Context: an optimization exercise on an open-source flow, tuned for small area. The choices shown serve that exercise and are no tape-out recipe.
In this exercise RTL edits were held to simulation tests only and were not proved equivalent to the original.
Power and IR drop assume default switching activity.

### design/flow/flow/resynth.tcl
# Re-map the combinational logic of the standard synthesis netlist for area.
# Flip-flops and tie cells are kept exactly as the standard synthesis made them.
yosys -import
set lib $::env(LIBFILE)
set top $::env(TOP)
read_liberty -ignore_miss_func $lib
read_verilog $::env(NETLIST_IN)
hierarchy -top $top
set fh [open $::env(NETLIST_IN)]
set txt [read $fh]
close $fh
set mods [lsort -unique [regexp -all -inline {sky130_fd_sc_hd__[a-z0-9_]+} $txt]]
set keep [list]
foreach m $mods {
  if {[regexp {^sky130_fd_sc_hd__(df|edf|sdf|dl|sdl|conb)} $m]} { lappend keep $m }
}
foreach m $keep { setattr -mod -set keep_hierarchy 1 $m }
flatten
foreach m $keep { blackbox $m }
select $top
opt_clean -purge
opt -full
set du [list]
set fh [open $::env(DONT_USE_FILE)]
foreach c [split [string trim [read $fh]] "\n"] { lappend du -dont_use $c }
close $fh
abc -script $::env(ABC_SCRIPT) -liberty $lib {*}$du
opt_clean -purge
hilomap -singleton -hicell sky130_fd_sc_hd__conb_1 HI -locell sky130_fd_sc_hd__conb_1 LO
insbuf -buf sky130_fd_sc_hd__buf_1 A X
splitnets
opt_clean -purge
select -clear
tee -o $::env(STAT_OUT) stat -liberty $lib -top $top
write_verilog -noattr -nohex -nodec -selected $::env(NETLIST_OUT)
### design/flow/config.mk
export PLATFORM = sky130hd
export DESIGN_NAME = Proj4WhackAMole
export DESIGN_NICKNAME = Proj4WhackAMole
export VERILOG_FILES = /design/flow/design.v
export SDC_FILE = /design/flow/constraint.sdc
export NUM_CORES = 4
export LEC_CHECK = 0
export ABC_AREA = 1
export CAP_MARGIN = 20
export CORE_MARGIN = 2
export CORE_UTILIZATION = 40
export CTS_BUF_LIST = sky130_fd_sc_hd__clkbuf_4
export SLEW_MARGIN = 20
### design/flow/constraint.sdc
create_clock -name core_clock -period 20.0 [get_ports {MAX10_CLK1_50}]
set_input_delay 4.0000 -clock core_clock [delete_from_list [all_inputs] [get_ports {MAX10_CLK1_50}]]
set_output_delay 4.0000 -clock core_clock [all_outputs]
set_load 0.01 [all_outputs]
### design/flow/flow/area.abc
strash; &get -n; &deepsyn -T 30 -S 2; &put; dch -f; amap; topo
### design/flow/flow/cts_args.txt
-sink_clustering_enable -repair_clock_nets -dont_use_dummy_load -buf_list sky130_fd_sc_hd__clkbuf_4
### design/flow/flow/run.sh
#!/bin/bash
# Own layout flow: the standard synthesis, then the combinational logic re-mapped for
# area (registers untouched), then the standard ORFS layout with small port buffers
# and a small clock tree.
set -euo pipefail
W=$(pwd)
R=$W/orfs/results/$FLOW_PLATFORM/Proj4WhackAMole/base
YOSYS=$FLOW_HOME/../tools/install/yosys/bin/yosys
LIB=$FLOW_HOME/platforms/$FLOW_PLATFORM/lib/sky130_fd_sc_hd__tt_025C_1v80.lib

bash standard.sh synth > $W/log_1_standard_synth.log 2>&1
cp $R/1_2_yosys.v $W/standard_synth.v

LIBFILE=$LIB TOP=$FLOW_TOP NETLIST_IN=$W/standard_synth.v NETLIST_OUT=$W/resynth.v \
  STAT_OUT=$W/resynth_stat.txt ABC_SCRIPT=$W/flow/area.abc DONT_USE_FILE=$W/flow/dont_use.txt \
  $YOSYS -c $W/flow/resynth.tcl > $W/log_2_resynth.log 2>&1

cp $W/resynth.v $R/1_2_yosys.v
rm -f $R/1_synth.odb $R/1_synth.sdc
export BUFFER_PORTS_ARGS="-buffer_cell sky130_fd_sc_hd__buf_1"
export CTS_ARGS="$(cat $W/flow/cts_args.txt)"
export SKIP_REPAIR_TIE_FANOUT=1
bash standard.sh finish > $W/log_3_standard_layout.log 2>&1
### design/flow/design.v
module Proj4WhackAMole(
    input  MAX10_CLK1_50,
    input  rst,              
    input  [9:0] SW,
    input  [3:0] BTN_N,
    output [7:0] MATRIX_ROW_N,
    output [7:0] MATRIX_COL,
    output [7:0] HEX0,
    output [7:0] HEX1,
    output [7:0] HEX2,
    output [7:0] HEX3,
    output [7:0] HEX4,
    output [7:0] HEX5,
    output [9:0] LEDR
);
wire clk = MAX10_CLK1_50;
reg [2:0] c6;        
reg [3:0] c10;       
reg [2:0] row_sel;
wire tick_scan = (c6 == 3'd2);
wire tick_game = tick_scan && (c10 == 4'd4);
always @(posedge clk) begin
    if (rst) begin
        c6      <= 3'd0;
        c10     <= 4'd0;
        row_sel <= 3'd0;
    end else begin
        c6 <= (c6 == 3'd5) ? 3'd0 : c6 + 3'd1;
        if (tick_scan) begin
            row_sel <= row_sel + 3'd1;
            c10     <= (c10 == 4'd9) ? 4'd0 : c10 + 4'd1;
        end
    end
end
wire smash_TL = ~BTN_N[0];
wire smash_TR = ~BTN_N[1];
wire smash_BL = ~BTN_N[2];
wire smash_any = ~&BTN_N;
wire [1:0] smash_zone =
    smash_TL ? 2'b00 :
    smash_TR ? 2'b01 :
    smash_BL ? 2'b10 : 2'b11;
wire start      = SW[0];
wire greset     = SW[1];
wire stats      = SW[2];
wire difficulty = SW[3];
localparam IDLE         = 3'd0;
localparam LIGHT_MOLE   = 3'd1;
localparam GAME_OVER    = 3'd2;
localparam WAIT_INPUT   = 3'd4;
localparam CHECK        = 3'd5;
localparam SCORE_UPDATE = 3'd6;
localparam NEXT_ROUND   = 3'd7;
reg [2:0] state;
wire show_mole = state[2];
localparam [3:0] E1_0 = 4'd2;
localparam [3:0] E1_1 = 4'd1;
localparam [3:0] E1_2 = 4'd9;
localparam [3:0] E1_3 = 4'd8;
localparam [3:0] E1_4 = 4'd4;
localparam [3:0] E1_5 = 4'd15;
localparam [3:0] E1_6 = 4'd10;
localparam [3:0] E1_7 = 4'd0;
localparam [3:0] E1_8 = 4'd13;
localparam [3:0] E1_9 = 4'd14;
function [3:0] e1_inc(input [3:0] c);   
    begin
        e1_inc[0] = ~c[3];
        e1_inc[1] = c[2];
        e1_inc[2] = ~(c[1] | (~c[2] & c[0]));
        e1_inc[3] = c[0] | (~c[3] & ~c[1]);
    end
endfunction
function [6:0] e1_seg(input [3:0] c);   
    begin
        e1_seg[0] = ~(c[3] | (~c[2] & ~c[0]));
        e1_seg[1] = (c[1] & c[0]) | (c[3] & ~c[2] & c[1]);
        e1_seg[2] = (c[3] & ~c[2] & c[0]);
        e1_seg[3] = (~c[3] & ~c[1]);
        e1_seg[4] = ~((~c[2] & c[1]) | (c[3] & ~c[1] & c[0]));
        e1_seg[5] = (~c[2] & ~c[1]);
        e1_seg[6] = (~c[3] & ~c[2]);
    end
endfunction
function e1_is0(input [3:0] c);
    e1_is0 = (~c[3] & c[1]);
endfunction
function e1_is5(input [3:0] c);
    e1_is5 = (c[1] & c[0]);
endfunction
function e1_is9(input [3:0] c);
    e1_is9 = (c[3] & c[2] & ~c[0]);
endfunction
reg [4:0] sc_t;  reg [3:0] sc_o;    
reg [4:0] hi_t;  reg [3:0] hi_o;    
reg [1:0] t_h;   reg [3:0] t_t;  reg [3:0] t_o;    
reg [1:0] a_h;   reg [3:0] a_t;     
reg [1:0] lives;
reg [7:0] lfsr;
reg prev_smash_any, prev_start;
wire [1:0] mole_row_group = lfsr[2:1];
wire [1:0] mole_col_group = lfsr[4:3];
wire [1:0] mole_zone = {lfsr[2], lfsr[4]};
wire smash_edge = smash_any & ~prev_smash_any;
wire start_edge = start & ~prev_start;
wire sc_wrap  = (sc_t == 5'd25) && e1_is5(sc_o);
wire sc_o9    = e1_is9(sc_o);
wire sc_eq_hi = (sc_t == hi_t) && (sc_o == hi_o);
wire [4:0] sc_t_n = sc_wrap ? 5'd0 : sc_o9 ? sc_t + 5'd1 : sc_t;
wire [3:0] sc_o_n = sc_wrap ? E1_0 : e1_inc(sc_o);
wire timeout = e1_is0(t_o) && (t_t == a_t) && (t_h == a_h);
always @(posedge clk) begin
  if (rst) begin
    state <= IDLE;
    sc_t  <= 5'd0;
    sc_o  <= E1_0;
    hi_t  <= 5'd0;
    hi_o  <= E1_0;
    lives <= 2'd3;
    lfsr  <= 8'hA3;
  end else if (tick_game) begin
    if (greset) begin
        state <= IDLE;
        sc_t  <= 5'd0;
        sc_o  <= E1_0;
        lives <= 2'd3;
        lfsr  <= 8'hA3;
        hi_t  <= 5'd0;
        hi_o  <= E1_0;
    end else begin
        case (state)
            IDLE: begin
                sc_t  <= 5'd0;
                sc_o  <= E1_0;
                lives <= 2'd3;
                if (start) state <= LIGHT_MOLE;
            end
            LIGHT_MOLE: begin
                lfsr  <= {lfsr[6:0], lfsr[7] ^ lfsr[5]};
                state <= WAIT_INPUT;
            end
            WAIT_INPUT: begin
                if (smash_edge)
                    state <= (smash_zone == mole_zone) ? SCORE_UPDATE : CHECK;
                else if (timeout)
                    state <= CHECK;
            end
            CHECK: begin
                lives <= lives - 2'd1;
                state <= (lives == 2'd1) ? GAME_OVER : NEXT_ROUND;
            end
            SCORE_UPDATE: begin
                sc_t <= sc_t_n;
                sc_o <= sc_o_n;
                if (sc_eq_hi && !sc_wrap) begin
                    hi_t <= sc_t_n;
                    hi_o <= sc_o_n;
                end
                state <= NEXT_ROUND;
            end
            NEXT_ROUND: state <= LIGHT_MOLE;
            GAME_OVER:  if (start_edge) state <= IDLE;
            default:    state <= IDLE;
        endcase
    end
  end
end
always @(posedge clk) begin
  if (tick_game) begin
    prev_smash_any <= smash_any;
    prev_start     <= start;
    case (state)
        IDLE: begin
            a_h <= difficulty ? 2'd1 : 2'd2;
            a_t <= difficulty ? 4'd2 : 4'd0;
        end
        LIGHT_MOLE: begin
            t_h <= 2'd0; t_t <= 4'd0; t_o <= E1_0;
        end
        WAIT_INPUT: begin
            t_o <= e1_inc(t_o);
            if (e1_is9(t_o)) begin
                if (t_t == 4'd9) begin
                    t_t <= 4'd0;
                    t_h <= t_h + 2'd1;
                end else
                    t_t <= t_t + 4'd1;
            end
        end
        SCORE_UPDATE: begin
            if (a_h != 2'd0 || a_t != 4'd6) begin
                if (a_t == 4'd0) begin
                    a_t <= 4'd9;
                    a_h <= a_h - 2'd1;
                end else
                    a_t <= a_t - 4'd1;
            end
        end
        default: ;
    endcase
  end
end
wire row_hit = show_mole && !row_sel[0] && (row_sel[2:1] == mole_row_group);
genvar gi;
generate
    for (gi = 0; gi < 8; gi = gi + 1) begin : g_mat
        assign MATRIX_ROW_N[gi] = (row_sel == gi);
        if (gi % 2 == 0)
            assign MATRIX_COL[gi] = ~(row_hit && (mole_col_group == gi / 2));
        else
            assign MATRIX_COL[gi] = 1'b1;
    end
endgenerate
assign LEDR[0] = (lives != 2'd0);
assign LEDR[1] = lives[1];
assign LEDR[2] = (lives == 2'd3);
assign LEDR[9:3] = 7'b0000000;
wire in_idle   = (lives == 2'd3) && (sc_t == 5'd0) && e1_is0(sc_o) && !show_mole;
wire game_over = (lives == 2'd0);
wire m_lose    = game_over && !stats;
wire m_stats   = game_over && stats;
wire m_num     = !in_idle && !game_over;
wire [6:0] seg_hex0 = e1_seg(m_stats ? hi_o : t_o);
wire [6:0] seg_hex1 = seg_hex(m_stats ? hi_t[3:0] : t_t);
wire [6:0] seg_hex4 = e1_seg(sc_o);
wire [6:0] seg_hex5 = seg_hex(sc_t[3:0]);
wire [6:0] seg_hex2 = {~t_h[1], ~(~t_h[1] & ~t_h[0]), t_h[0], t_h[0], t_h[1], 1'b0, t_h[0]};
assign HEX0 = {1'b1, in_idle ? 7'h07 : m_lose ? 7'h7F : seg_hex0};
assign HEX1 = {1'b1, in_idle ? 7'h2F : m_lose ? 7'h06 : seg_hex1};
assign HEX2 = {m_stats, in_idle ? 7'h08 : m_lose ? 7'h12 : m_stats ? 7'h7F : seg_hex2};
assign HEX3 = {1'b1, in_idle ? 7'h07 : m_stats ? 7'h7F : 7'h40};
assign HEX4 = {1'b1, in_idle ? 7'h12 : m_lose ? 7'h47 : m_stats ? 7'h7F : seg_hex4};
assign HEX5 = {1'b1, m_num ? seg_hex5 : 7'h7F};
function [6:0] seg_hex(input [3:0] d);
    begin
        seg_hex[0] = (d[3] & d[2] & d[0]) | (d[2] & ~d[1] & ~d[0]) | (~d[3] & ~d[2] & ~d[1] & d[0]) | (d[3] & d[1] & d[0]);
        seg_hex[1] = ~((~d[3] & ~d[1] & ~d[0]) | (~d[3] & d[1] & d[0]) | (~d[2] & ~d[0]) | (~d[2] & ~d[1]));
        seg_hex[2] = (~d[3] & ~d[2] & d[1] & ~d[0]) | (d[3] & d[1] & d[0]) | (d[3] & d[2]);
        seg_hex[3] = (d[3] & d[2] & d[0]) | (~d[3] & d[2] & ~d[1] & ~d[0]) | (d[3] & ~d[2] & d[1] & ~d[0]) | (~d[3] & ~d[2] & ~d[1] & d[0]) | (d[2] & d[1] & d[0]);
        seg_hex[4] = ~((d[3] & d[2] & ~d[1]) | (~d[2] & ~d[0]) | (d[1] & ~d[0]) | (d[3] & ~d[2] & d[1]));
        seg_hex[5] = ~((~d[1] & ~d[0]) | (d[2] & ~d[0]) | (d[3] & ~d[2]) | (~d[3] & d[2] & ~d[1]));
        seg_hex[6] = (~d[3] & ~d[2] & ~d[1]) | (d[3] & d[1] & d[0]) | (d[2] & d[1] & d[0]);
    end
endfunction
endmodule
### design/flow/standard.sh
#!/bin/bash
# synth_recipe.tcl (not shown) runs the flow's synth.tcl, then flattens the netlist and writes it again
# the make line also repeats each setting of config.mk as NAME=value (left out here)
make -C /OpenROAD-flow-scripts/flow DESIGN_CONFIG=/design/flow/config.mk WORK_HOME=/design/flow/orfs CLKGATE_MAP_FILE= SYNTH_SCRIPT=/design/flow/synth_recipe.tcl "${@:-finish}"
### design/flow/flow/dont_use.txt

sky130_fd_sc_hd__a2111o_2
sky130_fd_sc_hd__a2111o_4
sky130_fd_sc_hd__a2111oi_2
sky130_fd_sc_hd__a2111oi_4
sky130_fd_sc_hd__a211o_2
sky130_fd_sc_hd__a211o_4
sky130_fd_sc_hd__a211oi_2
sky130_fd_sc_hd__a211oi_4
sky130_fd_sc_hd__a21bo_2
sky130_fd_sc_hd__a21bo_4
sky130_fd_sc_hd__a21boi_2
sky130_fd_sc_hd__a21boi_4
sky130_fd_sc_hd__a21o_2
sky130_fd_sc_hd__a21o_4
sky130_fd_sc_hd__a21oi_2
sky130_fd_sc_hd__a21oi_4
sky130_fd_sc_hd__a221o_2
sky130_fd_sc_hd__a221o_4
sky130_fd_sc_hd__a221oi_2
sky130_fd_sc_hd__a221oi_4
sky130_fd_sc_hd__a22o_2
sky130_fd_sc_hd__a22o_4
sky130_fd_sc_hd__a22oi_2
sky130_fd_sc_hd__a22oi_4
sky130_fd_sc_hd__a2bb2o_2
sky130_fd_sc_hd__a2bb2o_4
sky130_fd_sc_hd__a2bb2oi_2
sky130_fd_sc_hd__a2bb2oi_4
sky130_fd_sc_hd__a311o_2
sky130_fd_sc_hd__a311o_4
sky130_fd_sc_hd__a311oi_2
sky130_fd_sc_hd__a311oi_4
sky130_fd_sc_hd__a31o_2
sky130_fd_sc_hd__a31o_4
sky130_fd_sc_hd__a31oi_2
sky130_fd_sc_hd__a31oi_4
sky130_fd_sc_hd__a32o_2
sky130_fd_sc_hd__a32o_4
sky130_fd_sc_hd__a32oi_2
sky130_fd_sc_hd__a32oi_4
sky130_fd_sc_hd__a41o_2
sky130_fd_sc_hd__a41o_4
sky130_fd_sc_hd__a41oi_2
sky130_fd_sc_hd__a41oi_4
sky130_fd_sc_hd__and2_2
sky130_fd_sc_hd__and2_4
sky130_fd_sc_hd__and2b_2
sky130_fd_sc_hd__and2b_4
sky130_fd_sc_hd__and3_2
sky130_fd_sc_hd__and3_4
sky130_fd_sc_hd__and3b_2
sky130_fd_sc_hd__and3b_4
sky130_fd_sc_hd__and4_2
sky130_fd_sc_hd__and4_4
sky130_fd_sc_hd__and4b_2
sky130_fd_sc_hd__and4b_4
sky130_fd_sc_hd__and4bb_2
sky130_fd_sc_hd__and4bb_4
sky130_fd_sc_hd__buf_12
sky130_fd_sc_hd__buf_16
sky130_fd_sc_hd__buf_2
sky130_fd_sc_hd__buf_4
sky130_fd_sc_hd__buf_6
sky130_fd_sc_hd__buf_8
sky130_fd_sc_hd__bufbuf_16
sky130_fd_sc_hd__bufbuf_8
sky130_fd_sc_hd__bufinv_16
sky130_fd_sc_hd__bufinv_8
sky130_fd_sc_hd__clkbuf_1
sky130_fd_sc_hd__clkbuf_16
sky130_fd_sc_hd__clkbuf_2
sky130_fd_sc_hd__clkbuf_4
sky130_fd_sc_hd__clkbuf_8
sky130_fd_sc_hd__clkdlybuf4s15_1
sky130_fd_sc_hd__clkdlybuf4s15_2
sky130_fd_sc_hd__clkdlybuf4s18_1
sky130_fd_sc_hd__clkdlybuf4s18_2
sky130_fd_sc_hd__clkdlybuf4s25_1
sky130_fd_sc_hd__clkdlybuf4s25_2
sky130_fd_sc_hd__clkdlybuf4s50_1
sky130_fd_sc_hd__clkdlybuf4s50_2
sky130_fd_sc_hd__clkinv_1
sky130_fd_sc_hd__clkinv_16
sky130_fd_sc_hd__clkinv_2
sky130_fd_sc_hd__clkinv_4
sky130_fd_sc_hd__clkinv_8
sky130_fd_sc_hd__clkinvlp_2
sky130_fd_sc_hd__clkinvlp_4
sky130_fd_sc_hd__conb_1
sky130_fd_sc_hd__decap_12
sky130_fd_sc_hd__decap_3
sky130_fd_sc_hd__decap_4
sky130_fd_sc_hd__decap_6
sky130_fd_sc_hd__decap_8
sky130_fd_sc_hd__dfbbn_2
sky130_fd_sc_hd__dfrbp_2
sky130_fd_sc_hd__dfrtp_2
sky130_fd_sc_hd__dfrtp_4
sky130_fd_sc_hd__dfsbp_2
sky130_fd_sc_hd__dfstp_2
sky130_fd_sc_hd__dfstp_4
sky130_fd_sc_hd__dfxbp_2
sky130_fd_sc_hd__dfxtp_2
sky130_fd_sc_hd__dfxtp_4
sky130_fd_sc_hd__diode_2
sky130_fd_sc_hd__dlclkp_1
sky130_fd_sc_hd__dlclkp_2
sky130_fd_sc_hd__dlclkp_4
sky130_fd_sc_hd__dlrbn_2
sky130_fd_sc_hd__dlrbp_2
sky130_fd_sc_hd__dlrtn_2
sky130_fd_sc_hd__dlrtn_4
sky130_fd_sc_hd__dlrtp_2
sky130_fd_sc_hd__dlrtp_4
sky130_fd_sc_hd__dlxbn_2
sky130_fd_sc_hd__dlxtn_2
sky130_fd_sc_hd__dlxtn_4
sky130_fd_sc_hd__dlygate4sd1_1
sky130_fd_sc_hd__dlygate4sd2_1
sky130_fd_sc_hd__dlygate4sd3_1
sky130_fd_sc_hd__dlymetal6s2s_1
sky130_fd_sc_hd__dlymetal6s4s_1
sky130_fd_sc_hd__dlymetal6s6s_1
sky130_fd_sc_hd__ebufn_1
sky130_fd_sc_hd__ebufn_2
sky130_fd_sc_hd__ebufn_4
sky130_fd_sc_hd__ebufn_8
sky130_fd_sc_hd__einvn_2
sky130_fd_sc_hd__einvn_4
sky130_fd_sc_hd__einvn_8
sky130_fd_sc_hd__einvp_2
sky130_fd_sc_hd__einvp_4
sky130_fd_sc_hd__einvp_8
sky130_fd_sc_hd__fa_1
sky130_fd_sc_hd__fa_2
sky130_fd_sc_hd__fa_4
sky130_fd_sc_hd__ha_1
sky130_fd_sc_hd__ha_2
sky130_fd_sc_hd__ha_4
sky130_fd_sc_hd__inv_12
sky130_fd_sc_hd__inv_16
sky130_fd_sc_hd__inv_2
sky130_fd_sc_hd__inv_4
sky130_fd_sc_hd__inv_6
sky130_fd_sc_hd__inv_8
sky130_fd_sc_hd__lpflow_bleeder_1
sky130_fd_sc_hd__lpflow_clkbufkapwr_1
sky130_fd_sc_hd__lpflow_clkbufkapwr_16
sky130_fd_sc_hd__lpflow_clkbufkapwr_2
sky130_fd_sc_hd__lpflow_clkbufkapwr_4
sky130_fd_sc_hd__lpflow_clkbufkapwr_8
sky130_fd_sc_hd__lpflow_clkinvkapwr_1
sky130_fd_sc_hd__lpflow_clkinvkapwr_16
sky130_fd_sc_hd__lpflow_clkinvkapwr_2
sky130_fd_sc_hd__lpflow_clkinvkapwr_4
sky130_fd_sc_hd__lpflow_clkinvkapwr_8
sky130_fd_sc_hd__lpflow_decapkapwr_12
sky130_fd_sc_hd__lpflow_decapkapwr_3
sky130_fd_sc_hd__lpflow_decapkapwr_4
sky130_fd_sc_hd__lpflow_decapkapwr_6
sky130_fd_sc_hd__lpflow_decapkapwr_8
sky130_fd_sc_hd__lpflow_inputiso0n_1
sky130_fd_sc_hd__lpflow_inputiso0p_1
sky130_fd_sc_hd__lpflow_inputiso1n_1
sky130_fd_sc_hd__lpflow_inputiso1p_1
sky130_fd_sc_hd__lpflow_inputisolatch_1
sky130_fd_sc_hd__lpflow_isobufsrc_1
sky130_fd_sc_hd__lpflow_isobufsrc_16
sky130_fd_sc_hd__lpflow_isobufsrc_2
sky130_fd_sc_hd__lpflow_isobufsrc_4
sky130_fd_sc_hd__lpflow_isobufsrc_8
sky130_fd_sc_hd__lpflow_isobufsrckapwr_16
sky130_fd_sc_hd__lpflow_lsbuf_lh_hl_isowell_tap_1
sky130_fd_sc_hd__lpflow_lsbuf_lh_hl_isowell_tap_2
sky130_fd_sc_hd__lpflow_lsbuf_lh_hl_isowell_tap_4
sky130_fd_sc_hd__lpflow_lsbuf_lh_isowell_4
sky130_fd_sc_hd__lpflow_lsbuf_lh_isowell_tap_1
sky130_fd_sc_hd__lpflow_lsbuf_lh_isowell_tap_2
sky130_fd_sc_hd__lpflow_lsbuf_lh_isowell_tap_4
sky130_fd_sc_hd__macro_sparecell
sky130_fd_sc_hd__maj3_2
sky130_fd_sc_hd__maj3_4
sky130_fd_sc_hd__mux2_2
sky130_fd_sc_hd__mux2_4
sky130_fd_sc_hd__mux2_8
sky130_fd_sc_hd__mux2i_2
sky130_fd_sc_hd__mux2i_4
sky130_fd_sc_hd__mux4_2
sky130_fd_sc_hd__mux4_4
sky130_fd_sc_hd__nand2_2
sky130_fd_sc_hd__nand2_4
sky130_fd_sc_hd__nand2_8
sky130_fd_sc_hd__nand2b_2
sky130_fd_sc_hd__nand2b_4
sky130_fd_sc_hd__nand3_2
sky130_fd_sc_hd__nand3_4
sky130_fd_sc_hd__nand3b_2
sky130_fd_sc_hd__nand3b_4
sky130_fd_sc_hd__nand4_2
sky130_fd_sc_hd__nand4_4
sky130_fd_sc_hd__nand4b_2
sky130_fd_sc_hd__nand4b_4
sky130_fd_sc_hd__nand4bb_2
sky130_fd_sc_hd__nand4bb_4
sky130_fd_sc_hd__nor2_2
sky130_fd_sc_hd__nor2_4
sky130_fd_sc_hd__nor2_8
sky130_fd_sc_hd__nor2b_2
sky130_fd_sc_hd__nor2b_4
sky130_fd_sc_hd__nor3_2
sky130_fd_sc_hd__nor3_4
sky130_fd_sc_hd__nor3b_2
sky130_fd_sc_hd__nor3b_4
sky130_fd_sc_hd__nor4_2
sky130_fd_sc_hd__nor4_4
sky130_fd_sc_hd__nor4b_2
sky130_fd_sc_hd__nor4b_4
sky130_fd_sc_hd__nor4bb_2
sky130_fd_sc_hd__nor4bb_4
sky130_fd_sc_hd__o2111a_2
sky130_fd_sc_hd__o2111a_4
sky130_fd_sc_hd__o2111ai_2
sky130_fd_sc_hd__o2111ai_4
sky130_fd_sc_hd__o211a_2
sky130_fd_sc_hd__o211a_4
sky130_fd_sc_hd__o211ai_2
sky130_fd_sc_hd__o211ai_4
sky130_fd_sc_hd__o21a_2
sky130_fd_sc_hd__o21a_4
sky130_fd_sc_hd__o21ai_2
sky130_fd_sc_hd__o21ai_4
sky130_fd_sc_hd__o21ba_2
sky130_fd_sc_hd__o21ba_4
sky130_fd_sc_hd__o21bai_2
sky130_fd_sc_hd__o21bai_4
sky130_fd_sc_hd__o221a_2
sky130_fd_sc_hd__o221a_4
sky130_fd_sc_hd__o221ai_2
sky130_fd_sc_hd__o221ai_4
sky130_fd_sc_hd__o22a_2
sky130_fd_sc_hd__o22a_4
sky130_fd_sc_hd__o22ai_2
sky130_fd_sc_hd__o22ai_4
sky130_fd_sc_hd__o2bb2a_2
sky130_fd_sc_hd__o2bb2a_4
sky130_fd_sc_hd__o2bb2ai_2
sky130_fd_sc_hd__o2bb2ai_4
sky130_fd_sc_hd__o311a_2
sky130_fd_sc_hd__o311a_4
sky130_fd_sc_hd__o311ai_2
sky130_fd_sc_hd__o311ai_4
sky130_fd_sc_hd__o31a_2
sky130_fd_sc_hd__o31a_4
sky130_fd_sc_hd__o31ai_2
sky130_fd_sc_hd__o31ai_4
sky130_fd_sc_hd__o32a_2
sky130_fd_sc_hd__o32a_4
sky130_fd_sc_hd__o32ai_2
sky130_fd_sc_hd__o32ai_4
sky130_fd_sc_hd__o41a_2
sky130_fd_sc_hd__o41a_4
sky130_fd_sc_hd__o41ai_2
sky130_fd_sc_hd__o41ai_4
sky130_fd_sc_hd__or2_2
sky130_fd_sc_hd__or2_4
sky130_fd_sc_hd__or2b_2
sky130_fd_sc_hd__or2b_4
sky130_fd_sc_hd__or3_2
sky130_fd_sc_hd__or3_4
sky130_fd_sc_hd__or3b_2
sky130_fd_sc_hd__or3b_4
sky130_fd_sc_hd__or4_2
sky130_fd_sc_hd__or4_4
sky130_fd_sc_hd__or4b_2
sky130_fd_sc_hd__or4b_4
sky130_fd_sc_hd__or4bb_2
sky130_fd_sc_hd__or4bb_4
sky130_fd_sc_hd__probe_p_8
sky130_fd_sc_hd__probec_p_8
sky130_fd_sc_hd__sdfbbn_2
sky130_fd_sc_hd__sdfrbp_2
sky130_fd_sc_hd__sdfrtp_2
sky130_fd_sc_hd__sdfrtp_4
sky130_fd_sc_hd__sdfsbp_2
sky130_fd_sc_hd__sdfstp_2
sky130_fd_sc_hd__sdfstp_4
sky130_fd_sc_hd__sdfxbp_2
sky130_fd_sc_hd__sdfxtp_2
sky130_fd_sc_hd__sdfxtp_4
sky130_fd_sc_hd__sdlclkp_1
sky130_fd_sc_hd__sdlclkp_2
sky130_fd_sc_hd__sdlclkp_4
sky130_fd_sc_hd__sedfxbp_2
sky130_fd_sc_hd__sedfxtp_2
sky130_fd_sc_hd__sedfxtp_4
sky130_fd_sc_hd__xnor2_2
sky130_fd_sc_hd__xnor2_4
sky130_fd_sc_hd__xnor3_2
sky130_fd_sc_hd__xnor3_4
sky130_fd_sc_hd__xor2_2
sky130_fd_sc_hd__xor2_4
sky130_fd_sc_hd__xor3_2
sky130_fd_sc_hd__xor3_4
==> results.json, run 1 <==
{
  "hold_class": "reg2reg",
  "path_class": "in2out",
  "die_w_um": 95.3,
  "cp.arrival_ps": 6070,
  "vias": 3389,
  "core_area_um2": 8130,
  "cts_setup_buffers": 0,
  "cpMaxStageDelayCell": "o22ai_1",
  "tightest_slew_ps": 616,
  "fin_skew_ps": 29.2,
  "ctsRootBufferMaster": "clkbuf_4",
  "clock_latency_ps": 410,
  "dp_hpwl_um": 6490,
  "path_max_fanout": 11,
  "hold_viol": 0,
  "hold_buffers": 0,
  "path_clk_slew_ps": 70,
  "ir_worst_vdd_v": 0.0000447,
  "diodes": 0,
  "p_seq_share_pct": 65.1,
  "drtAntennaViolNets": 0,
  "drt_iter0_markers": 174,
  "area_delta_synth_final_pct": 11.5,
  "max_freq_mhz": 99.3,
  "drc": 0,
  "syn_inst": 467,
  "first_global_vias": 2884,
  "intPower_mw": 0.147,
  "cp_top_family": "simple AND/OR/NAND/NOR gates",
  "status": "timing/DRC/antenna clean",
  "period_share_pct": 50.4,
  "p_sw_mw": 0.0442,
  "vias_per_cell": 5.40,
  "switching_share_pct": 23.2,
  "p_per_area_nw_per_um2": 51.3,
  "io_pins": 90,
  "firstDrtPassIters": 5,
  "final-seq-area_um2": 1360,
  "finalWirelength_um": 8430,
  "drive_above_1_share_pct": 2.10,
  "syn_area_um2": 3330,
  "clk_path_buf_depth": 2,
  "ff2ff_path_depth": 11,
  "track_usage_pct": 19.0,
  "worst_setup_path_end_kind": "primary output",
  "p_leak_nw": 1.41,
  "critPathBufInv": 4,
  "nFillCells": 873,
  "dieArea_um2": 9080,
  "grt_overflow_total": 0,
  "critPathMaxStageDelay_ps": 330,
  "initial_core_util_pct": 41.0,
  "crit_chain": "buf_1 > nand2_1 > inv_1 > o22ai_1 > inv_1 > nor2_1 > nor2_1 > nand2_1 > nand2_1 > a31o_1 > nor2_1 > nand2_1 > nand3_1 > buf_1",
  "startpoint_type": "input pin",
  "htreeDepth": 3,
  "p_comb_share_pct": 4.2,
  "fin_crit_ps": 10070,
  "rsz0062_at_grt": "no",
  "cts_buffers": 9,
  "setup_violations": 0,
  "die_y_um": 95.3,
  "multiInputGateArea_um2": 1620,
  "min_path_cells": 1,
  "gp_congestion": 0.814,
  "setup_ws_ps": 9930,
  "post_drt_wl_per_cell_um": 13.4,
  "fin_nets": 541,
  "clkPwrFrac_pct": 30.7,
  "cp_common_cell": "nand2_1",
  "worstPathRequired_ps": 16000,
  "relSlewSlack_pct": 58.5,
  "grt_first_pass_wirelength_um": 13400,
  "worstSetupPathDepth": 14,
  "post-route-util_pct": 45.7,
  "synth_fp_nets": 483,
  "antenna_found_initial": 0,
  "cts.sinks": 59,
  "avgSynthCellArea_um2": 7.14,
  "rows": 33,
  "grt_max_degree": 12,
  "io_buffers": 67,
  "synth_warnings": 1,
  "max_cap_viol_count": 0,
  "cts_tree": "built",
  "post_cts_resized": 0,
  "fin_tns_setup_ps": 0,
  "slew_violations": 0,
  "dpl_worst_slack_ps": 9920
}
[per-stage QoR]
stage	power, mW	instances	hold WS, ps	cell area (µm²)
after floorplan	0.133	467	425	3330
after global placement	0.135	619	434	3650
after detailed placement	0.135	619	444	3650
after CTS	0.192	628	455	3720
after global routing	0.199	628	483	3720
final	0.191	628	450	3720
[final cells by class]
class / instances / area share [%]
multi-input combinational: 314 / 43.6
inverter: 72 / 7.27
tap: 105 / 3.54
sequential: 59 / 36.6
timing repair buffer: 69 / 7.17
clock buffer: 9 / 1.82
[power by group through the flow]
stage | logic [mW] | registers (mW) | clock network [mW]
after floorplan | 0.00654 | 0.127 | 0
after global placement | 0.00779 | 0.127 | 0
after detailed placement | 0.00795 | 0.127 | 0
after CTS | 0.00796 | 0.124 | 0.0596
after global routing | 0.00908 | 0.124 | 0.0652
final | 0.00793 | 0.124 | 0.0586
[sequential cells by signal, summed over array words and instances (netlist names)]
| name | flops |
|---|---|
| a_h | 2 |
| a_t | 4 |
| c10 | 4 |
| c6 | 3 |
| hi_o | 4 |
| hi_t | 5 |
| lfsr | 8 |
| lives | 2 |
| prev_smash_any | 1 |
| prev_start | 1 |
| row_sel | 3 |
| sc_o | 4 |
| sc_t | 5 |
| state | 3 |
| t_h | 2 |
| t_o | 4 |
| t_t | 4 |
[layout by cell type, fill, tap and decap left out, types with 2 or more instances in the layout]
cell / instances
nor2_1: 98
inv_1: 72
buf_1: 67
nand2_1: 43
dfxtp_1: 41
o21ai_0: 30
o22ai_1: 24
nor3_1: 20
edfxtp_1: 18
a21oi_1: 13
nand3_1: 12
clkbuf_4: 9
a221oi_1: 8
a211oi_1: 8
or3_1: 7
o21a_1: 5
or2_0: 4
o221ai_1: 4
a31oi_1: 4
o22a_1: 4
o31ai_1: 4
conb_1: 2
nor2b_1: 2
nor4_1: 2
a22oi_1: 2
a31o_1: 2
a2111oi_0: 2
a222oi_1: 2
o211ai_1: 2
buf_4: 2
[path summary, 6_finish.rpt]
check             startpoint  endpoint  slack, ps
setup reg to reg      c10[2]   hi_o[2]      16830
hold / removal       hi_t[3]   hi_t[3]        450
hold reg to reg      hi_t[3]   hi_t[3]        450
setup / recovery       SW[2]   HEX1[1]       9930
[routing by layer]
metal	routed length, µm	GRT usage, %	part of all wire (%)
met1	3990	25.3	47
met2	3780	30.9	45
met3	579	4.43	6.9
met4	84	5.19	1.0
met5	0	0	0
==> run 2: changes to the inputs <==
--- a/design/flow/design.v
+++ b/design/flow/design.v
@@ -93,2 +93,73 @@
 endfunction
+localparam [3:0] E2_0 = 4'd6;
+localparam [3:0] E2_1 = 4'd1;
+localparam [3:0] E2_2 = 4'd7;
+localparam [3:0] E2_3 = 4'd3;
+localparam [3:0] E2_4 = 4'd11;
+localparam [3:0] E2_5 = 4'd10;
+localparam [3:0] E2_6 = 4'd13;
+localparam [3:0] E2_7 = 4'd2;
+localparam [3:0] E2_8 = 4'd14;
+localparam [3:0] E2_9 = 4'd9;
+localparam [3:0] E2_10 = 4'd15;
+localparam [3:0] E2_11 = 4'd4;
+localparam [3:0] E2_12 = 4'd8;
+localparam [3:0] E2_13 = 4'd5;
+localparam [3:0] E2_14 = 4'd12;
+localparam [3:0] E2_15 = 4'd0;
+function [6:0] e2_seg(input [3:0] c);   
+    begin
+        e2_seg[0] = (~c[2] & ~c[1] & ~c[0]) | (~c[3] & ~c[1]) | (c[3] & ~c[2] & c[1] & c[0]);
+        e2_seg[1] = ~((~c[3] & c[1]) | (c[2] & c[1]) | (~c[2] & c[0]));
+        e2_seg[2] = (~c[1] & ~c[0]) | (~c[3] & c[2] & c[0]);
+        e2_seg[3] = (~c[3] & ~c[2] & ~c[0]) | (c[3] & c[1] & c[0]) | (~c[3] & ~c[1] & c[0]);
+        e2_seg[4] = ~(c[2] | (c[3] & ~c[1] & ~c[0]));
+        e2_seg[5] = ~(c[3] | (c[2] & ~c[0]));
+        e2_seg[6] = (~c[3] & ~c[2] & ~c[1]) | (~c[3] & ~c[0]);
+    end
+endfunction
+function [3:0] e2_inc16(input [3:0] c);   
+    begin
+        e2_inc16[0] = ~((~c[3] & ~c[2] & ~c[0]) | (c[2] & ~c[1]) | (c[3] & c[1] & c[0]));
+        e2_inc16[1] = (~c[3] & ~c[2]) | (~c[3] & c[1] & c[0]) | (~c[2] & c[0]) | (c[3] & ~c[1] & c[0]);
+        e2_inc16[2] = (c[3] & c[2] & c[1] & c[0]) | (~c[2] & ~c[1]) | (~c[2] & ~c[0]) | (~c[3] & ~c[1] & c[0]);
+        e2_inc16[3] = (c[3] & c[1] & ~c[0]) | (~c[2] & c[1]) | (~c[3] & c[2] & ~c[1]) | (c[3] & ~c[2] & c[0]);
+    end
+endfunction
+function [3:0] e2_inc10(input [3:0] c);   
+    begin
+        e2_inc10[0] = ~((~c[3] & ~c[2] & ~c[0]) | (c[3] & c[0]));
+        e2_inc10[1] = (~c[3] & ~c[2]) | c[0];
+        e2_inc10[2] = ~(c[2] | (c[1] & c[0]));
+        e2_inc10[3] = ~(~c[1] | (~c[3] & c[2]));
+    end
+endfunction
+function [3:0] e2_dec10(input [3:0] c);   
+    begin
+        e2_dec10[0] = ~(~c[1] | (c[3] & c[2]));
+        e2_dec10[1] = c[3] | (~c[2] & c[0]);
+        e2_dec10[2] = ~((c[3] & c[1]) | c[2]);
+        e2_dec10[3] = (~c[2] & ~c[0]) | (c[3] & ~c[1]) | (~c[3] & ~c[0]);
+    end
+endfunction
+function e2_d9(input [3:0] c);   
+    e2_d9 = (c[3] & ~c[2] & ~c[1]);
+endfunction
+function e2_d0(input [3:0] c);   
+    e2_d0 = (~c[3] & c[2] & ~c[0]);
+endfunction
+function e2_d6(input [3:0] c);   
+    e2_d6 = (c[2] & ~c[1]);
+endfunction
+function e2_is15(input [3:0] c);   
+    e2_is15 = (~c[3] & ~c[2] & ~c[1] & ~c[0]);
+endfunction
+function e2_is9(input [3:0] c);   
+    e2_is9 = (c[3] & ~c[2] & ~c[1] & c[0]);
+endfunction
+function e2_is0(input [3:0] c);   
+    e2_is0 = (~c[3] & c[2] & c[1] & ~c[0]);
+endfunction
+localparam [4:0] T_0  = {1'b0, E2_0};
+localparam [4:0] T_25 = {1'b1, E2_9};
 reg [4:0] sc_t;  reg [3:0] sc_o;    
@@ -105,6 +176,7 @@
 wire start_edge = start & ~prev_start;
-wire sc_wrap  = (sc_t == 5'd25) && e1_is5(sc_o);
+wire sc_wrap  = sc_t[4] && e2_is9(sc_t[3:0]) && e1_is5(sc_o);
 wire sc_o9    = e1_is9(sc_o);
 wire sc_eq_hi = (sc_t == hi_t) && (sc_o == hi_o);
-wire [4:0] sc_t_n = sc_wrap ? 5'd0 : sc_o9 ? sc_t + 5'd1 : sc_t;
+wire [4:0] sc_t_n = sc_wrap ? T_0 : !sc_o9 ? sc_t :
+                    {sc_t[4] | e2_is15(sc_t[3:0]), e2_inc16(sc_t[3:0])};
 wire [3:0] sc_o_n = sc_wrap ? E1_0 : e1_inc(sc_o);
@@ -114,5 +186,5 @@
     state <= IDLE;
-    sc_t  <= 5'd0;
+    sc_t  <= T_0;
     sc_o  <= E1_0;
-    hi_t  <= 5'd0;
+    hi_t  <= T_0;
     hi_o  <= E1_0;
@@ -123,3 +195,3 @@
         state <= IDLE;
-        sc_t  <= 5'd0;
+        sc_t  <= T_0;
         sc_o  <= E1_0;
@@ -127,3 +199,3 @@
         lfsr  <= 8'hA3;
-        hi_t  <= 5'd0;
+        hi_t  <= T_0;
         hi_o  <= E1_0;
@@ -132,3 +204,3 @@
             IDLE: begin
-                sc_t  <= 5'd0;
+                sc_t  <= T_0;
                 sc_o  <= E1_0;
@@ -174,6 +246,6 @@
             a_h <= difficulty ? 2'd1 : 2'd2;
-            a_t <= difficulty ? 4'd2 : 4'd0;
+            a_t <= difficulty ? E2_2 : E2_0;
         end
         LIGHT_MOLE: begin
-            t_h <= 2'd0; t_t <= 4'd0; t_o <= E1_0;
+            t_h <= 2'd0; t_t <= E2_0; t_o <= E1_0;
         end
@@ -182,7 +254,5 @@
             if (e1_is9(t_o)) begin
-                if (t_t == 4'd9) begin
-                    t_t <= 4'd0;
+                t_t <= e2_inc10(t_t);
+                if (e2_d9(t_t))
                     t_h <= t_h + 2'd1;
-                end else
-                    t_t <= t_t + 4'd1;
             end
@@ -190,8 +260,6 @@
         SCORE_UPDATE: begin
-            if (a_h != 2'd0 || a_t != 4'd6) begin
-                if (a_t == 4'd0) begin
-                    a_t <= 4'd9;
+            if (a_h != 2'd0 || !e2_d6(a_t)) begin
+                a_t <= e2_dec10(a_t);
+                if (e2_d0(a_t))
                     a_h <= a_h - 2'd1;
-                end else
-                    a_t <= a_t - 4'd1;
             end
@@ -217,3 +285,3 @@
 assign LEDR[9:3] = 7'b0000000;
-wire in_idle   = (lives == 2'd3) && (sc_t == 5'd0) && e1_is0(sc_o) && !show_mole;
+wire in_idle   = (lives == 2'd3) && (sc_t == T_0) && e1_is0(sc_o) && !show_mole;
 wire game_over = (lives == 2'd0);
@@ -223,5 +291,5 @@
 wire [6:0] seg_hex0 = e1_seg(m_stats ? hi_o : t_o);
-wire [6:0] seg_hex1 = seg_hex(m_stats ? hi_t[3:0] : t_t);
+wire [6:0] seg_hex1 = e2_seg(m_stats ? hi_t[3:0] : t_t);
 wire [6:0] seg_hex4 = e1_seg(sc_o);
-wire [6:0] seg_hex5 = seg_hex(sc_t[3:0]);
+wire [6:0] seg_hex5 = e2_seg(sc_t[3:0]);
 wire [6:0] seg_hex2 = {~t_h[1], ~(~t_h[1] & ~t_h[0]), t_h[0], t_h[0], t_h[1], 1'b0, t_h[0]};
@@ -233,13 +301,2 @@
 assign HEX5 = {1'b1, m_num ? seg_hex5 : 7'h7F};
-function [6:0] seg_hex(input [3:0] d);
-    begin
-        seg_hex[0] = (d[3] & d[2] & d[0]) | (d[2] & ~d[1] & ~d[0]) | (~d[3] & ~d[2] & ~d[1] & d[0]) | (d[3] & d[1] & d[0]);
-        seg_hex[1] = ~((~d[3] & ~d[1] & ~d[0]) | (~d[3] & d[1] & d[0]) | (~d[2] & ~d[0]) | (~d[2] & ~d[1]));
-        seg_hex[2] = (~d[3] & ~d[2] & d[1] & ~d[0]) | (d[3] & d[1] & d[0]) | (d[3] & d[2]);
-        seg_hex[3] = (d[3] & d[2] & d[0]) | (~d[3] & d[2] & ~d[1] & ~d[0]) | (d[3] & ~d[2] & d[1] & ~d[0]) | (~d[3] & ~d[2] & ~d[1] & d[0]) | (d[2] & d[1] & d[0]);
-        seg_hex[4] = ~((d[3] & d[2] & ~d[1]) | (~d[2] & ~d[0]) | (d[1] & ~d[0]) | (d[3] & ~d[2] & d[1]));
-        seg_hex[5] = ~((~d[1] & ~d[0]) | (d[2] & ~d[0]) | (d[3] & ~d[2]) | (~d[3] & d[2] & ~d[1]));
-        seg_hex[6] = (~d[3] & ~d[2] & ~d[1]) | (d[3] & d[1] & d[0]) | (d[2] & d[1] & d[0]);
-    end
-endfunction
 endmodule
==> design/flow/flow/run.sh (replaced) <==
#!/bin/bash
# Own layout flow: the standard synthesis, then its combinational logic re-mapped for
# area with several ABC seeds (registers untouched, the smallest result kept), then
# the standard ORFS layout with small port buffers, a small clock tree and shared
# tie cells. Each tool's output goes to a log_*.log file here.
set -euo pipefail
W=$(pwd)
R=$W/orfs/results/$FLOW_PLATFORM/Proj4WhackAMole/base
YOSYS=$FLOW_HOME/../tools/install/yosys/bin/yosys
LIB=$FLOW_HOME/platforms/$FLOW_PLATFORM/lib/sky130_fd_sc_hd__tt_025C_1v80.lib
SEEDS="1 2 3 4 5 6 7 8"
JOBS=${NUM_CORES:-4}

bash standard.sh synth > $W/log_1_standard_synth.log 2>&1
cp $R/1_2_yosys.v $W/standard_synth.v

mkdir -p $W/resynth
n=0
for s in $SEEDS; do
  echo "strash; &get -n; &deepsyn -T 20 -S $s; &put; dch -f; amap; topo" > $W/resynth/seed$s.abc
  LIBFILE=$LIB TOP=$FLOW_TOP NETLIST_IN=$W/standard_synth.v NETLIST_OUT=$W/resynth/seed$s.v \
    STAT_OUT=$W/resynth/seed$s.stat ABC_SCRIPT=$W/resynth/seed$s.abc DONT_USE_FILE=$W/flow/dont_use.txt \
    $YOSYS -c $W/flow/resynth.tcl > $W/log_2_resynth_seed$s.log 2>&1 &
  n=$((n+1))
  if (( n % JOBS == 0 )); then wait; fi
done
wait
best=""; besta=""
for s in $SEEDS; do
  [[ -f $W/resynth/seed$s.stat && -f $W/resynth/seed$s.v ]] || continue
  a=$(sed -n "s/.*Chip area for module.*: *\([0-9.]*\).*/\1/p" $W/resynth/seed$s.stat)
  [[ -n "$a" ]] || continue
  if [[ -z "$besta" ]] || awk "BEGIN{exit !($a < $besta)}"; then best=$s; besta=$a; fi
done
echo "resynthesis: seed $best, area $besta" | tee $W/resynth/chosen.txt
cp $W/resynth/seed$best.v $W/resynth.v

cp $W/resynth.v $R/1_2_yosys.v
rm -f $R/1_synth.odb $R/1_synth.sdc
export BUFFER_PORTS_ARGS="-buffer_cell sky130_fd_sc_hd__buf_1"
export CTS_ARGS="$(cat $W/flow/cts_args.txt)"
export SKIP_REPAIR_TIE_FANOUT=1
bash standard.sh finish > $W/log_3_standard_layout.log 2>&1
removed: design/flow/flow/area.abc
==> results.json, run 2 <==
{
  "status": "timing/DRC/antenna clean",
  "fin_tns_setup_ps": 0,
  "cp-startpoint": "SW[2]",
  "critPathMaxStageDelay_ps": 360,
  "min_path_cells": 1,
  "fin_skew_ps": 35.8,
  "holdCritStartpoint": "c6[1]",
  "cp.arrival_ps": 5950,
  "p_sw_mw": 0.0480,
  "dieArea_um2": 8910,
  "hold_viol": 0,
  "drive_above_1_share_pct": 1.99,
  "drt_iter0_markers": 181,
  "syn_area_um2": 3270,
  "p_leak_nw": 1.39,
  "hold_buffers": 0,
  "clkPwrFrac_pct": 29.4,
  "antenna_found_initial": 0,
  "area_delta_synth_final_pct": 11.4,
  "p_comb_share_pct": 6.6,
  "whs_endpoint": "c6[1]",
  "avgSynthCellArea_um2": 7.31,
  "die_w_um": 94.4,
  "final_cells": 604,
  "rsz0062_at_grt": "no",
  "core_area_um2": 7810,
  "grt_overflow_total": 0,
  "startpoint_type": "input pin",
  "cts_tree": "built",
  "max_freq_mhz": 100,
  "layout_common_cells": "76 x inv_1, 71 x nor2_1, 67 x buf_1",
  "vias": 3300,
  "diodes": 0,
  "synth_fp_nets": 463,
  "setup_ws_ps": 10050,
  "reg.largest.list": "lfsr: 8 flops, hi_t: 5 flops, sc_t: 5 flops",
  "nFillCells": 840,
  "rows": 32,
  "vias_per_cell": 5.46,
  "fin_crit_ps": 9950,
  "synth_warnings": 1,
  "ctsRootBufferMaster": "clkbuf_4",
  "firstDrtPassIters": 5,
  "htreeDepth": 3,
  "drc": 0,
  "die_y_um": 94.4,
  "clk_path_buf_depth": 2,
  "whs_ps": 462,
  "hold_class": "reg2reg",
  "grt_max_degree": 13,
  "track_usage_pct": 20.4,
  "intPower_mw": 0.150,
  "crit_chain": "buf_1 > nand2_1 > inv_1 > o22ai_1 > o21ai_0 > o31ai_1 > nor2_1 > nor2_1 > nor2_1 > buf_1",
  "multiInputGateArea_um2": 1540,
  "r2r-start": "c6[1]",
  "finalPower_mw": 0.198,
  "worstPathRequired_ps": 16000,
  "syn_inst": 447,
  "cp_common_cell": "nor2_1",
  "final_common_cell": "inv_1",
  "slew_violations": 0,
  "design_area_um2": 3640,
  "fin_nets": 520,
  "switching_share_pct": 24.3,
  "gp_congestion": 0.904,
  "ff2ff_path_depth": 12,
  "dpl_worst_slack_ps": 10090,
  "relSlewSlack_pct": 40.1,
  "cts.sinks": 59,
  "finalWirelength_um": 8810,
  "r2r_end": "hi_o[1]",
  "first_global_vias": 3065,
  "post_cts_resized": 0,
  "cts_buffers": 9,
  "path_max_fanout": 12,
  "reg2reg_slack_ps": 16340,
  "max_cap_viol_count": 0,
  "cpMaxStageDelayCell": "o22ai_1",
  "dp.cells": 595,
  "drtAntennaViolNets": 0,
  "post-route-util_pct": 46.6,
  "worst_setup_path_end_kind": "primary output",
  "p_per_area_nw_per_um2": 54.3,
  "tightest_slew_ps": 891,
  "io_buffers": 67,
  "path_class": "in2out",
  "grt_first_pass_wirelength_um": 14300,
  "period_share_pct": 49.8,
  "initial_core_util_pct": 41.8,
  "clock_latency_ps": 400,
  "cts_setup_buffers": 0,
  "largest-register": "lfsr",
  "placed_cell_area_um2": 3570,
  "path_clk_slew_ps": 100,
  "p_seq_share_pct": 64.0,
  "io_pins": 90,
  "final-seq-area_um2": 1360,
  "dp_hpwl_um": 6750,
  "post_drt_wl_per_cell_um": 14.6,
  "largest_reg_flops": 8,
  "setup_violations": 0,
  "ir_worst_vdd_v": 0.0000249
}
-- run 2: area by class of cell --
cell class / instances / share of cell area (%)
Inverter: 76 / 7.84
Multi-Input combinational cell: 290 / 42.3
Tap cell: 102 / 3.51
Timing Repair Buffer: 68 / 7.12
Clock buffer: 9 / 1.86
Sequential cell: 59 / 37.4
-- run 2: how the worst max path moves through the flow --
stage,endpoint,slack [ps],depth (start not counted)
after floorplan,HEX1[4],10580,8
after global placement,HEX1[4],10120,10
after detailed placement,HEX1[4],10090,10
after CTS,HEX1[4],10080,10
after global routing,HEX1[4],9750,10
final,HEX1[4],10050,10
-- run 2: power groups by stage --
| stage | registers, mW | clock network [mW] | logic (mW) |
|---|---|---|---|
| 2_1_floorplan | 0.129 | 0 | 0.0104 |
| 3_3_place_gp | 0.129 | 0 | 0.0128 |
| 3_5_place_dp | 0.129 | 0 | 0.0130 |
| 4_1_cts | 0.126 | 0.0594 | 0.0130 |
| 5_1_grt | 0.127 | 0.0645 | 0.0148 |
| 6_report | 0.126 | 0.0581 | 0.0130 |
-- run 2: per-layer routing --
metal  vias to the layer above  wire length [µm]  GRT usage (%)
li1                       1664                 -              -
met1                      1524              4130           27.1
met2                        93              4050           32.8
met3                        19               474           4.71
met4                         0               157           7.13
met5                         -                 0              0
-- run 2: critical path, delay by kind of cell --
kind                   cells  cell delay, ps
and+or+nand+nor            4             550
AOI/OAI and AO/OA          3             920
buffers and inverters      3             470
==> run 3: changes to the inputs <==
--- a/design/flow/design.v
+++ b/design/flow/design.v
@@ -55,18 +55,18 @@
 wire show_mole = state[2];
-localparam [3:0] E1_0 = 4'd2;
-localparam [3:0] E1_1 = 4'd1;
-localparam [3:0] E1_2 = 4'd9;
-localparam [3:0] E1_3 = 4'd8;
-localparam [3:0] E1_4 = 4'd4;
-localparam [3:0] E1_5 = 4'd15;
-localparam [3:0] E1_6 = 4'd10;
-localparam [3:0] E1_7 = 4'd0;
-localparam [3:0] E1_8 = 4'd13;
-localparam [3:0] E1_9 = 4'd14;
+localparam [3:0] E1_0 = 4'd7;
+localparam [3:0] E1_1 = 4'd4;
+localparam [3:0] E1_2 = 4'd12;
+localparam [3:0] E1_3 = 4'd13;
+localparam [3:0] E1_4 = 4'd1;
+localparam [3:0] E1_5 = 4'd10;
+localparam [3:0] E1_6 = 4'd15;
+localparam [3:0] E1_7 = 4'd5;
+localparam [3:0] E1_8 = 4'd8;
+localparam [3:0] E1_9 = 4'd11;
 function [3:0] e1_inc(input [3:0] c);   
     begin
-        e1_inc[0] = ~c[3];
-        e1_inc[1] = c[2];
-        e1_inc[2] = ~(c[1] | (~c[2] & c[0]));
-        e1_inc[3] = c[0] | (~c[3] & ~c[1]);
+        e1_inc[0] = c[3];
+        e1_inc[1] = ~c[2];
+        e1_inc[2] = (c[2] & ~c[0]) | c[1];
+        e1_inc[3] = ~c[0] | (~c[3] & ~c[1]);
     end
@@ -75,9 +75,9 @@
     begin
-        e1_seg[0] = ~(c[3] | (~c[2] & ~c[0]));
-        e1_seg[1] = (c[1] & c[0]) | (c[3] & ~c[2] & c[1]);
-        e1_seg[2] = (c[3] & ~c[2] & c[0]);
+        e1_seg[0] = ~(c[3] | (c[2] & c[0]));
+        e1_seg[1] = (c[1] & ~c[0]) | (c[3] & c[2] & c[1]);
+        e1_seg[2] = (c[3] & c[2] & ~c[0]);
         e1_seg[3] = (~c[3] & ~c[1]);
-        e1_seg[4] = ~((~c[2] & c[1]) | (c[3] & ~c[1] & c[0]));
-        e1_seg[5] = (~c[2] & ~c[1]);
-        e1_seg[6] = (~c[3] & ~c[2]);
+        e1_seg[4] = ~((c[3] & ~c[1] & ~c[0]) | (c[2] & c[1]));
+        e1_seg[5] = (c[2] & ~c[1]);
+        e1_seg[6] = (~c[3] & c[2]);
     end
@@ -88,6 +88,6 @@
 function e1_is5(input [3:0] c);
-    e1_is5 = (c[1] & c[0]);
+    e1_is5 = (c[1] & ~c[0]);
 endfunction
 function e1_is9(input [3:0] c);
-    e1_is9 = (c[3] & c[2] & ~c[0]);
+    e1_is9 = (~c[2] & c[1] & c[0]);
 endfunction
==> results.json, run 3 <==
{
  "cts.sinks": 59,
  "gp_congestion": 0.885,
  "relSlewSlack_pct": 39.9,
  "dpl_worst_slack_ps": 10070,
  "fin_crit_ps": 9970,
  "intPower_mw": 0.147,
  "io_buffers": 67,
  "initial_core_util_pct": 41.7,
  "min_path_cells": 1,
  "synth_warnings": 1,
  "setup_violations": 0,
  "grt_max_degree": 14,
  "vias_per_cell": 5.64,
  "antenna_found_initial": 0,
  "p_leak_nw": 1.35,
  "fin_skew_ps": 22.6,
  "avgSynthCellArea_um2": 7.50,
  "setup_ws_ps": 10030,
  "nFillCells": 833,
  "cts_buffers": 9,
  "drtAntennaViolNets": 0,
  "hold_viol": 0,
  "die_w_um": 94.2,
  "firstDrtPassIters": 6,
  "cpMaxStageDelayCell": "o22ai_1",
  "cp_common_cell": "nor2_1",
  "p_per_area_nw_per_um2": 53.1,
  "max_cap_viol_count": 0,
  "p_comb_share_pct": 4.5,
  "dieArea_um2": 8880,
  "design_area_um2": 3620,
  "cp_top_family": "compound AO/OA/AOI/OAI gates",
  "dp_hpwl_um": 6680,
  "final_common_cell": "inv_1",
  "status": "timing/DRC/antenna clean",
  "area_delta_synth_final_pct": 11.2,
  "holdCritStartpoint": "c6[0]",
  "tightest_slew_ps": 892,
  "htreeDepth": 3,
  "ff2ff_path_depth": 14,
  "grt_first_pass_wirelength_um": 14300,
  "cts_tree": "built",
  "drive_above_1_share_pct": 1.84,
  "post_cts_resized": 0,
  "rsz0062_at_grt": "no",
  "rows": 32,
  "crit_chain": "buf_1 > nand2_1 > inv_1 > o22ai_1 > inv_1 > o31ai_1 > nor2_1 > nor2_1 > nor2_1 > buf_1",
  "io_pins": 90,
  "ctsRootBufferMaster": "clkbuf_4",
  "vias": 3325,
  "syn_inst": 434,
  "grt_overflow_total": 0,
  "p_sw_mw": 0.0453,
  "clock_latency_ps": 400,
  "critPathBufInv": 4,
  "track_usage_pct": 20.6,
  "fin_nets": 506,
  "finalWirelength_um": 8730,
  "cp.arrival_ps": 5970,
  "diodes": 0,
  "clk_path_buf_depth": 2,
  "path_class": "in2out",
  "placed_cell_area_um2": 3550,
  "core_area_um2": 7810,
  "slew_violations": 0,
  "r2r_end": "hi_t[4]",
  "first_global_vias": 3028,
  "syn_area_um2": 3260,
  "die_y_um": 94.2,
  "p_seq_share_pct": 64.7,
  "layout_common_cells": "75 x inv_1, 67 x buf_1, 63 x nor2_1",
  "clkPwrFrac_pct": 30.7,
  "synth_fp_nets": 450,
  "max_freq_mhz": 100,
  "largest-register": "lfsr",
  "reg.largest.list": "lfsr: 8 flops, hi_t: 5 flops, sc_t: 5 flops",
  "reg2reg_slack_ps": 16650,
  "whs_ps": 459,
  "startpoint_type": "input pin",
  "fin_tns_setup_ps": 0,
  "drt_iter0_markers": 182,
  "ir_worst_vdd_v": 0.0000303,
  "switching_share_pct": 23.6,
  "worst_setup_path_end_kind": "primary output",
  "post_drt_wl_per_cell_um": 14.8,
  "hold_buffers": 0,
  "worstPathRequired_ps": 16000,
  "drc": 0,
  "path_max_fanout": 13,
  "cts_setup_buffers": 0,
  "path_clk_slew_ps": 90,
  "whs_endpoint": "c6[0]",
  "hold_class": "reg2reg",
  "largest_reg_flops": 8,
  "critPathMaxStageDelay_ps": 430,
  "r2r-start": "c6[2]",
  "period_share_pct": 49.9
}
[run 3: changes by cell type in the layout (fill, tap and decap cells not counted), sizes merged, moves of 3 or more]
cell	change
o21ai	+6
nand4	+3
o21a	+4
a21oi	-11
nor3	-5
a22oi	-4
nor2	-8
[run 3: layout make-up]
type / instances / area [µm²] / area share [%]
well taps: 102 / 128 / 3.53
clock buffers: 9 / 67.6 / 1.87
repair buffers: 67 / 251 / 6.95
inverters: 75 / 282 / 7.78
flip-flops and latches: 59 / 1360 / 37.6
multi-input cells: 278 / 1530 / 42.3
[run 3: worst max-delay path by stage]
stage	start	slack, ps	cells past startpoint	to
global route	SW[2]	9750	10	HEX1[4]
global placement	SW[2]	10100	10	HEX1[4]
CTS	SW[2]	10050	10	HEX1[4]
floorplan	SW[2]	10600	8	HEX1[4]
finish	SW[2]	10030	10	HEX1[4]
detailed placement	SW[2]	10070	10	HEX1[4]
[run 3: per-layer routing]
| metal | vias up | part of all wire [%] | GRT usage (%) |
|---|---|---|---|
| met5 | - | 0 | 0 |
| met4 | 0 | 1.6 | 8.09 |
| met3 | 12 | 6.1 | 3.45 |
| met2 | 114 | 45 | 33.3 |
| met1 | 1561 | 47 | 27.3 |
| li1 | 1638 | - | - |
[run 3: stage by stage]
stage / power [mW] / instances / util (%)
2_1_floorplan: 0.134 / 434 / -
3_3_place_gp: 0.135 / 581 / 45.5
3_5_place_dp: 0.136 / 581 / 45.5
4_1_cts: 0.193 / 590 / 46.4
5_1_grt: 0.200 / 590 / 46.4
6_report: 0.192 / 590 / 46.4
[run 3: power groups by stage]
stage / combinational, mW / clock (mW) / sequential (mW)
after floorplan: 0.00695 / 0 / 0.127
after global placement: 0.00838 / 0 / 0.127
after detailed placement: 0.00863 / 0 / 0.127
after CTS: 0.00864 / 0.0602 / 0.124
after global routing: 0.00995 / 0.0659 / 0.125
final: 0.00873 / 0.0590 / 0.124
==> run 4: changes to the inputs <==
--- a/design/flow/design.v
+++ b/design/flow/design.v
@@ -46,9 +46,10 @@
 wire difficulty = SW[3];
-localparam IDLE         = 3'd0;
-localparam LIGHT_MOLE   = 3'd1;
-localparam GAME_OVER    = 3'd2;
-localparam WAIT_INPUT   = 3'd4;
-localparam CHECK        = 3'd5;
-localparam SCORE_UPDATE = 3'd6;
-localparam NEXT_ROUND   = 3'd7;
+localparam IDLE = 3'd2;
+localparam LIGHT_MOLE = 3'd3;
+localparam GAME_OVER_0 = 3'd0;    
+localparam GAME_OVER_1 = 3'd1;    
+localparam WAIT_INPUT = 3'd7;
+localparam CHECK = 3'd5;
+localparam SCORE_UPDATE = 3'd4;
+localparam NEXT_ROUND = 3'd6;
 reg [2:0] state;
@@ -170,3 +171,3 @@
 reg [7:0] lfsr;
-reg prev_smash_any, prev_start;
+reg prev_smash_any;
 wire [1:0] mole_row_group = lfsr[2:1];
@@ -175,3 +176,2 @@
 wire smash_edge = smash_any & ~prev_smash_any;
-wire start_edge = start & ~prev_start;
 wire sc_wrap  = sc_t[4] && e2_is9(sc_t[3:0]) && e1_is5(sc_o);
@@ -221,3 +221,3 @@
                 lives <= lives - 2'd1;
-                state <= (lives == 2'd1) ? GAME_OVER : NEXT_ROUND;
+                state <= (lives == 2'd1) ? (start ? GAME_OVER_1 : GAME_OVER_0) : NEXT_ROUND;
             end
@@ -233,4 +233,4 @@
             NEXT_ROUND: state <= LIGHT_MOLE;
-            GAME_OVER:  if (start_edge) state <= IDLE;
-            default:    state <= IDLE;
+            GAME_OVER_0: state <= start ? IDLE : GAME_OVER_0;
+            GAME_OVER_1: state <= start ? GAME_OVER_1 : GAME_OVER_0;
         endcase
@@ -242,3 +242,2 @@
     prev_smash_any <= smash_any;
-    prev_start     <= start;
     case (state)
--- a/design/flow/flow/run.sh
+++ b/design/flow/flow/run.sh
@@ -10,3 +10,3 @@
 LIB=$FLOW_HOME/platforms/$FLOW_PLATFORM/lib/sky130_fd_sc_hd__tt_025C_1v80.lib
-SEEDS="1 2 3 4 5 6 7 8"
+SEEDS="$(seq -s " " 1 24)"
 JOBS=${NUM_CORES:-4}
@@ -19,3 +19,3 @@
 for s in $SEEDS; do
-  echo "strash; &get -n; &deepsyn -T 20 -S $s; &put; dch -f; amap; topo" > $W/resynth/seed$s.abc
+  echo "strash; &get -n; &deepsyn -T 30 -S $s; &put; dch -f; amap; topo" > $W/resynth/seed$s.abc
   LIBFILE=$LIB TOP=$FLOW_TOP NETLIST_IN=$W/standard_synth.v NETLIST_OUT=$W/resynth/seed$s.v \
==> results.json, run 4 <==
{
  "status": "timing/DRC/antenna clean",
  "post_cts_resized": 0,
  "cts_tree": "built",
  "nFillCells": 811,
  "htreeDepth": 3,
  "synth_fp_nets": 454,
  "synth_warnings": 1,
  "cts_buffers": 9,
  "area_delta_synth_final_pct": 11.7,
  "gp_congestion": 0.906,
  "path_clk_slew_ps": 120,
  "firstDrtPassIters": 5,
  "dp.cells": 586,
  "dp_hpwl_um": 6590,
  "slew_violations": 0,
  "fin_crit_ps": 9780,
  "p_seq_share_pct": 64.0,
  "tightest_slew_ps": 760,
  "dpl_worst_slack_ps": 10250,
  "drc": 0,
  "max_cap_viol_count": 0,
  "first_global_vias": 2926,
  "path_max_fanout": 13,
  "worst_setup_path_end_kind": "primary output",
  "period_share_pct": 48.9,
  "initial_core_util_pct": 41.3,
  "clock_latency_ps": 420,
  "met1_length_um": 4070,
  "path_class": "in2out",
  "routed.top_layer": "met4",
  "worstPathRequired_ps": 16000,
  "fin_skew_ps": 43.3,
  "p_sw_mw": 0.0460,
  "startpoint_type": "input pin",
  "track_usage_pct": 20.3,
  "syn_area_um2": 3190,
  "finalWirelength_um": 8570,
  "ir_worst_vdd_v": 0.0000300,
  "drtAntennaViolNets": 0,
  "wl_met3_um": 386,
  "drive_above_1_share_pct": 2.03,
  "syn_inst": 438,
  "antenna_found_initial": 0,
  "cts.sinks": 58,
  "setup_violations": 0,
  "io_buffers": 67,
  "die_y_um": 93.3,
  "relSlewSlack_pct": 49.2,
  "vias": 3242,
  "clkPwrFrac_pct": 31.2,
  "die_w_um": 93.3,
  "p_per_area_nw_per_um2": 53.6,
  "hold_viol": 0,
  "ctsRootBufferMaster": "clkbuf_4",
  "fin_tns_setup_ps": 0,
  "switching_share_pct": 24.1,
  "grt_first_pass_wirelength_um": 14000,
  "grt_overflow_total": 0,
  "io_pins": 90,
  "rows": 32,
  "cp.arrival_ps": 5780,
  "layout_common_cells": "82 x nor2_1, 70 x inv_1, 67 x buf_1",
  "rsz0062_at_grt": "no",
  "p_leak_nw": 1.34,
  "core_area_um2": 7730,
  "fin_nets": 511,
  "avgSynthCellArea_um2": 7.28,
  "vias_per_cell": 5.45,
  "largest-register": "lfsr",
  "reg.largest.list": "lfsr: 8 flops, hi_t: 5 flops, sc_t: 5 flops",
  "final_common_cell": "nor2_1",
  "dr_wl_met2_um": 3940,
  "p_comb_share_pct": 4.8,
  "hold_class": "reg2reg",
  "diodes": 0,
  "hold_buffers": 0,
  "drt_iter0_markers": 177,
  "dieArea_um2": 8700,
  "max_freq_mhz": 102,
  "clk_path_buf_depth": 2,
  "intPower_mw": 0.145,
  "cts_setup_buffers": 0,
  "post_drt_wl_per_cell_um": 14.4,
  "setup_ws_ps": 10220,
  "final_cells": 595,
  "largest_reg_flops": 8,
  "grt_max_degree": 14
}
run 4: final cells by class:
type	count	area (µm²)	share of cell area, %
clock buffers	9	67.6	1.90
multi-input cells	288	1510	42.5
well taps	102	128	3.59
inverters	70	263	7.38
flip-flops and latches	58	1330	37.4
repair buffers	68	259	7.28
run 4: worst max-delay path: stages:
cell and delay (ps):
buf_1 100, nand2_1 230, inv_1 430, o22ai_1 160, inv_1 160, a21oi_1 80
nor2_1 120, inv_1 80, a211oi_1 240, buf_1 180
run 4: power by group through the flow:
stage               combinational, mW  sequential, mW  clock (mW)
floorplan                     0.00736           0.125           0
CTS                           0.00903           0.122      0.0613
detailed placement            0.00898           0.125           0
global placement              0.00884           0.125           0
finish                        0.00908           0.122      0.0596
global route                   0.0103           0.122      0.0655
run 4: per-layer routing:
| layer | global-route usage [%] | vias to the layer above |
|---|---|---|
| met5 | 0 | - |
| met4 | 8.95 | 0 |
| met3 | 3.79 | 15 |
| met2 | 31.7 | 89 |
| met1 | 27.4 | 1513 |
| li1 | - | 1625 |
run 4: path summary, 6_finish.rpt:
kind	cells after the start	end	from	slack, ps
worst max-delay path	10	HEX1[6]	SW[2]	10220
worst min-delay path	1	c6[2]	c6[2]	480
worst max register to register	15	hi_o[2]	c6[1]	16420
worst min register to register	1	c6[2]	c6[2]	480
run 4: per-stage QoR:
| step | power (mW) | hold WS [ps] | instance area, µm² | util (%) |
|---|---|---|---|---|
| after detailed placement | 0.134 | 457 | 3490 | 45.2 |
| after global placement | 0.134 | 445 | 3490 | 45.2 |
| final | 0.191 | 482 | 3560 | 46.1 |
| after floorplan | 0.132 | 439 | 3190 | - |
| after global routing | 0.198 | 517 | 3560 | 46.1 |
| after CTS | 0.193 | 480 | 3560 | 46.1 |

## re-timing with driven ports
No port has a modelled driver above. Below, the same layouts with a new extraction and two added sets of constraints.
Step 1 sets driving cells, clkbuf_16 on the clock port and buf_2 on the other inputs (assumed; they add their load-dependent delay and slew).
Step 2 adds t to the input delays and takes it off the output delays; t is the mean of the earliest and latest rising clock arrival at the registers after step 1. Input paths then give back, and output paths get back, about the clock's delay inside the block.
Slacks: no drivers / after step 1 / after step 2; pairs: no drivers / after step 1.
run	shift t [ns]	setup slack, ns	clock arrival spread, ns	worst data-port slew with drivers (ns)
run 1	0.416	9.927 / 9.905 / 9.905	0.031 / 0.031	0.04
run 2	0.413	10.047 / 10.022 / 10.022	0.036 / 0.036	0.04
run 3	0.415	10.028 / 10.007 / 10.007	0.027 / 0.027	0.03
run 4	0.424	10.219 / 10.197 / 10.197	0.043 / 0.043	0.04
After both steps setup and hold are still met in every run listed. For run 2, which loses most, drivers alone change the setup slack by -0.025 ns; drivers and shift together by -0.025 ns.
